This is an optimization exercise on Yosys and OpenROAD, whose aim is small area, not a production implementation.
Power figures rest on the tool's default switching activity, not on a simulated workload.

==> run A <==
Design CoinsMatrixBitMap, start of the top module:
module	CoinsMatrixBitMap	(	
					input	logic	clk,
					input	logic	resetN,
					input	logic	[10:0] offsetX, 
					input	logic	[10:0] offsetY,
					input	logic	InsideRectangle,  
					input	logic	coinCollision,
					input logic [4:0] randomMapLocationX,
					input logic [3:0] randomMapLocationY,
					input logic placeCoin,		 
					input logic placeMoneyBag,	 
					input logic placeTimeBoost,	 
					output	logic	drawingRequest,  
					output	logic	[7:0] RGBout,   
					output	logic upScore,			 
					output	logic upTime			 
 ) ;
localparam int NX = 18 ;
localparam int NY = 12 ;
localparam logic [NX*NY-1:0] P_INIT = 216'hfffde673dffffffff5fccd637b7af3d7b7b70ccc3ffff9b3c7fcff ;
localparam logic [NX*NY-1:0] Q_INIT = 216'h3d98c70001c000f0333dc84f50c3c484ff333c000064c380300 ;
localparam logic [NX*NY-1:0] PQ_TILE = 216'h2198c200000000a03329c84870c284848f333c000064c380300 ;
logic [NX*NY-1:0] P, Q, nonEmpty ;
logic pick_anotherCoin_flag ;
logic pick_anotherMoneyBag_flag ;
logic [4:0] oX ; logic [3:0] oY ;
assign oX = offsetX[9:5] ;
assign oY = offsetY[8:5] ;
logic offset_inMap ;
assign offset_inMap = (oX < NX) && (oY < NY) ;
logic [3:0] rY ; logic [4:0] rX ;
assign rY = (randomMapLocationY[3] & randomMapLocationY[2]) ? {1'b0,randomMapLocationY[2:0]} : randomMapLocationY ;
assign rX = randomMapLocationX ;
logic random_inMap ;
assign random_inMap = (rX < NX) ;
logic oP, oQ, rNonEmpty ;
logic [1:0] oPQ ;
logic [NY-1:0] Pc, Qc, Nc ;
always_comb for (int y = 0; y < NY; y++) begin
  Pc[y] = |(colO & P[y*NX +: NX]) ;
  Qc[y] = |(colO & Q[y*NX +: NX]) ;
  Nc[y] = |(colR & nonEmpty[y*NX +: NX]) ;
end
assign oPQ = offset_inMap ? {|(rowO & Pc), |(rowO & Qc)} : 2'b01 ;
assign oP = oPQ[1] ;
assign oQ = oPQ[0] ;
  ...
make LEC_CHECK=0 CAP_MARGIN=20 CORE_MARGIN=2 CORE_UTILIZATION=65 CTS_BUF_LIST=sky130_fd_sc_hd__clkbuf_16 CTS_CLUSTER_DIAMETER=60 CTS_CLUSTER_SIZE=40 PLACE_DENSITY=0.75 SLEW_MARGIN=20 finish   # period 12.0 ns
run.sh (not shown) runs the stock make flow with config.mk's settings and CLKGATE_MAP_FILE= SYNTH_SCRIPT=/design/flow/synth_recipe.tcl, a recipe that flattens the netlist after the stock synthesis.
==> run D: changes against run A <==
- CORE_UTILIZATION: 65 -> 30
- CTS_BUF_LIST: sky130_fd_sc_hd__clkbuf_16 -> sky130_fd_sc_hd__clkbuf_4
- CTS_CLUSTER_DIAMETER: 60 -> unset
- CTS_CLUSTER_SIZE: 40 -> 30
- PLACE_DENSITY: 0.75 -> 0.5
==> run R: changes against run A <==
--- a/flow/design.v
+++ b/flow/design.v
@@ -32,22 +32,22 @@
 assign rY = (randomMapLocationY[3] & randomMapLocationY[2]) ? {1'b0,randomMapLocationY[2:0]} : randomMapLocationY ;
 assign rX = randomMapLocationX ;
 logic random_inMap ;
 assign random_inMap = (rX < NX) ;
 logic oP, oQ, rNonEmpty ;
 logic [1:0] oPQ ;
+logic [NX-1:0] Prow [NY] ; logic [NX-1:0] Qrow [NY] ; logic [NX-1:0] Nrow [NY] ;
 logic [NY-1:0] Pc, Qc, Nc ;
 always_comb for (int y = 0; y < NY; y++) begin
-  Pc[y] = |(colO & P[y*NX +: NX]) ;
-  Qc[y] = |(colO & Q[y*NX +: NX]) ;
-  Nc[y] = |(colR & nonEmpty[y*NX +: NX]) ;
+  Prow[y] = P[y*NX +: NX] ; Qrow[y] = Q[y*NX +: NX] ; Nrow[y] = nonEmpty[y*NX +: NX] ;
+  Pc[y] = Prow[y][oX] ; Qc[y] = Qrow[y][oX] ; Nc[y] = Nrow[y][rX] ;
 end
-assign oPQ = offset_inMap ? {|(rowO & Pc), |(rowO & Qc)} : 2'b01 ;
+assign oPQ = offset_inMap ? {Pc[oY], Qc[oY]} : 2'b01 ;
 assign oP = oPQ[1] ;
 assign oQ = oPQ[0] ;
-assign rNonEmpty = random_inMap ? |(rowR & Nc) : 1'b1 ;
+assign rNonEmpty = random_inMap ? Nc[rY] : 1'b1 ;
 logic is515 ;
 assign is515 = (oY == 4'd5) && (oX == 5'd15) ;
 logic code1, code2, code3 ;
 assign code1 = oP & ~oQ ;
 assign code2 = oP & oQ ;
 assign code3 = ~oP & oQ & is515 ;
@@ -680,28 +680,28 @@
 assign rowOE = rowO & {NY{erase}} ;
 genvar gy, gx ;
 generate
 	for (gy = 0; gy < NY; gy++) begin : row
 		for (gx = 0; gx < NX; gx++) begin : col
 			localparam int I = gy*NX+gx ;
-			logic rs_n, rsb_n, oe_n ;
-			assign rs_n = ~(rowRW[gy] & colR[gx]) ;
-			assign rsb_n = ~(rowRB[gy] & colR[gx]) ;
-			assign oe_n = ~(rowOE[gy] & colO[gx]) ;
+			logic rs, rsb, oe ;
+			assign rs = rowRW[gy] & colR[gx] ;
+			assign rsb = rowRB[gy] & colR[gx] ;
+			assign oe = rowOE[gy] & colO[gx] ;
 			if (PQ_TILE[I]) begin : pq
 				assign nonEmpty[I] = P[I] | Q[I] ;
 			end else begin : p
 				assign nonEmpty[I] = P[I] ;
 			end
 			logic Pn, Qn ;
 			if ((gy == 5) && (gx == 15)) begin : tb
-				assign Pn = ~placeTimeBoost & ~(rs_n & ~(oe_n & P[I])) ;
-				assign Qn = placeTimeBoost | ~(rsb_n & ~(rs_n & oe_n & Q[I])) ;
+				assign Pn = ~placeTimeBoost & (rs | (~oe & P[I])) ;
+				assign Qn = placeTimeBoost | rsb | (~rs & ~oe & Q[I]) ;
 			end else begin : n
-				assign Pn = ~(rs_n & ~(oe_n & P[I])) ;
-				assign Qn = ~(rsb_n & ~(rs_n & oe_n & Q[I])) ;
+				assign Pn = rs | (~oe & P[I]) ;
+				assign Qn = rsb | (~rs & ~oe & Q[I]) ;
 			end
 			always_ff @(posedge clk or negedge resetN) begin
 				if (!resetN) begin
 					P[I] <= P_INIT[I] ;
 					Q[I] <= Q_INIT[I] ;
 				end else begin
- CORE_UTILIZATION: 65 -> 30
- CTS_BUF_LIST: sky130_fd_sc_hd__clkbuf_16 -> unset
- CTS_CLUSTER_DIAMETER: 60 -> unset
- CTS_CLUSTER_SIZE: 40 -> unset
- PLACE_DENSITY: 0.75 -> 0.5
==> summary.txt <==
| quantity | run A | run D | run R |
|---|---|---|---|
| Proportion of synthesized area in mux cells | 0.0237 | 0.0237 | 0.123 |
| Endpoint of the worst-slack reg-to-reg timing path | Q[105] | Q[159] | P[68] |
| Post-Synthesis Net Count | 3063 | 3063 | 3083 |
| Worst Max-Slew Pin Slew | 1280 ps | 1180 ps | 1300 ps |
| WL final | 122 mm | 127 mm | 137 mm |
| Simple-gate portion of the synthesized area | 0.235 | 0.235 | 0.138 |
| Final weighted congestion in routability-driven placement | 1.06 | 1.00 | 1.01 |
| Slowest cell delay on critical path | 1160 ps | 970 ps | 1070 ps |
| Combinational share of power | 0.131 | 0.121 | 0.162 |
| Total placed instance area | 27700 µm² | 28500 µm² | 29500 µm² |
| Layout cells sized above 1 | 0.179 | 0.213 | 0.200 |
| Post-detailed-route wirelength per cell | 35.1 µm | 29.6 µm | 32.4 µm |
| Leakage dissipation | 11.0 nW | 11.4 nW | 10.9 nW |
| Final min period | 8030 ps | 7920 ps | 7470 ps |
| Psw | 0.00104 W | 0.00106 W | 0.00117 W |
| Number of cells on the critical path | 12 | 13 | 12 |
| Plain + repair buffers | 142 | 150 | 143 |
| Antenna Diode Count | 4 | 8 | 0 |
| Finished Core Util | 0.704 | 0.336 | 0.335 |
| Height of the die | 208 µm | 304 µm | 310 µm |
| Termination of the worst setup path | Q[105] | Q[159] | RGBout[1] |
| Normalized max-slew margin | 0.141 | 0.210 | 0.132 |
| Result of the run | no timing/DRC/antenna violations | no timing/DRC/antenna violations | no timing/DRC/antenna violations |
Function was not checked in any run of this note: the RTL went through the layout flow alone.

[static timing again, ports no longer ideal]
In the flow no input, the clock included, has a driving cell. The finished layouts below were timed again as built, in two steps.
Step 1: set_driving_cell puts a clkbuf_16 on clk and a buf_2 on each other input, an assumption about the parent block.
Step 2 times the ports against the registers' clock, not the clock port: input delays grow and output delays shrink by t, the midpoint of the rising clock arrivals with the driver on.
Slacks: no drivers / after step 1 / after step 2; pairs: no drivers / after step 1.
run | shift t [ns] | setup WS [ns] | worst slew at a driven data input, ns
run A | 0.693 | 3.975 / 4.018 / 3.325 | 0.05
run D | 0.990 | 4.076 / 4.118 / 3.127 | 0.08
run R | 0.681 | 4.527 / 4.464 / 3.782 | 0.13
After both steps setup and hold are still met in every run listed. The setup slack of run D, which loses most, moves by +0.042 ns with the drivers and by -0.949 ns with both steps.
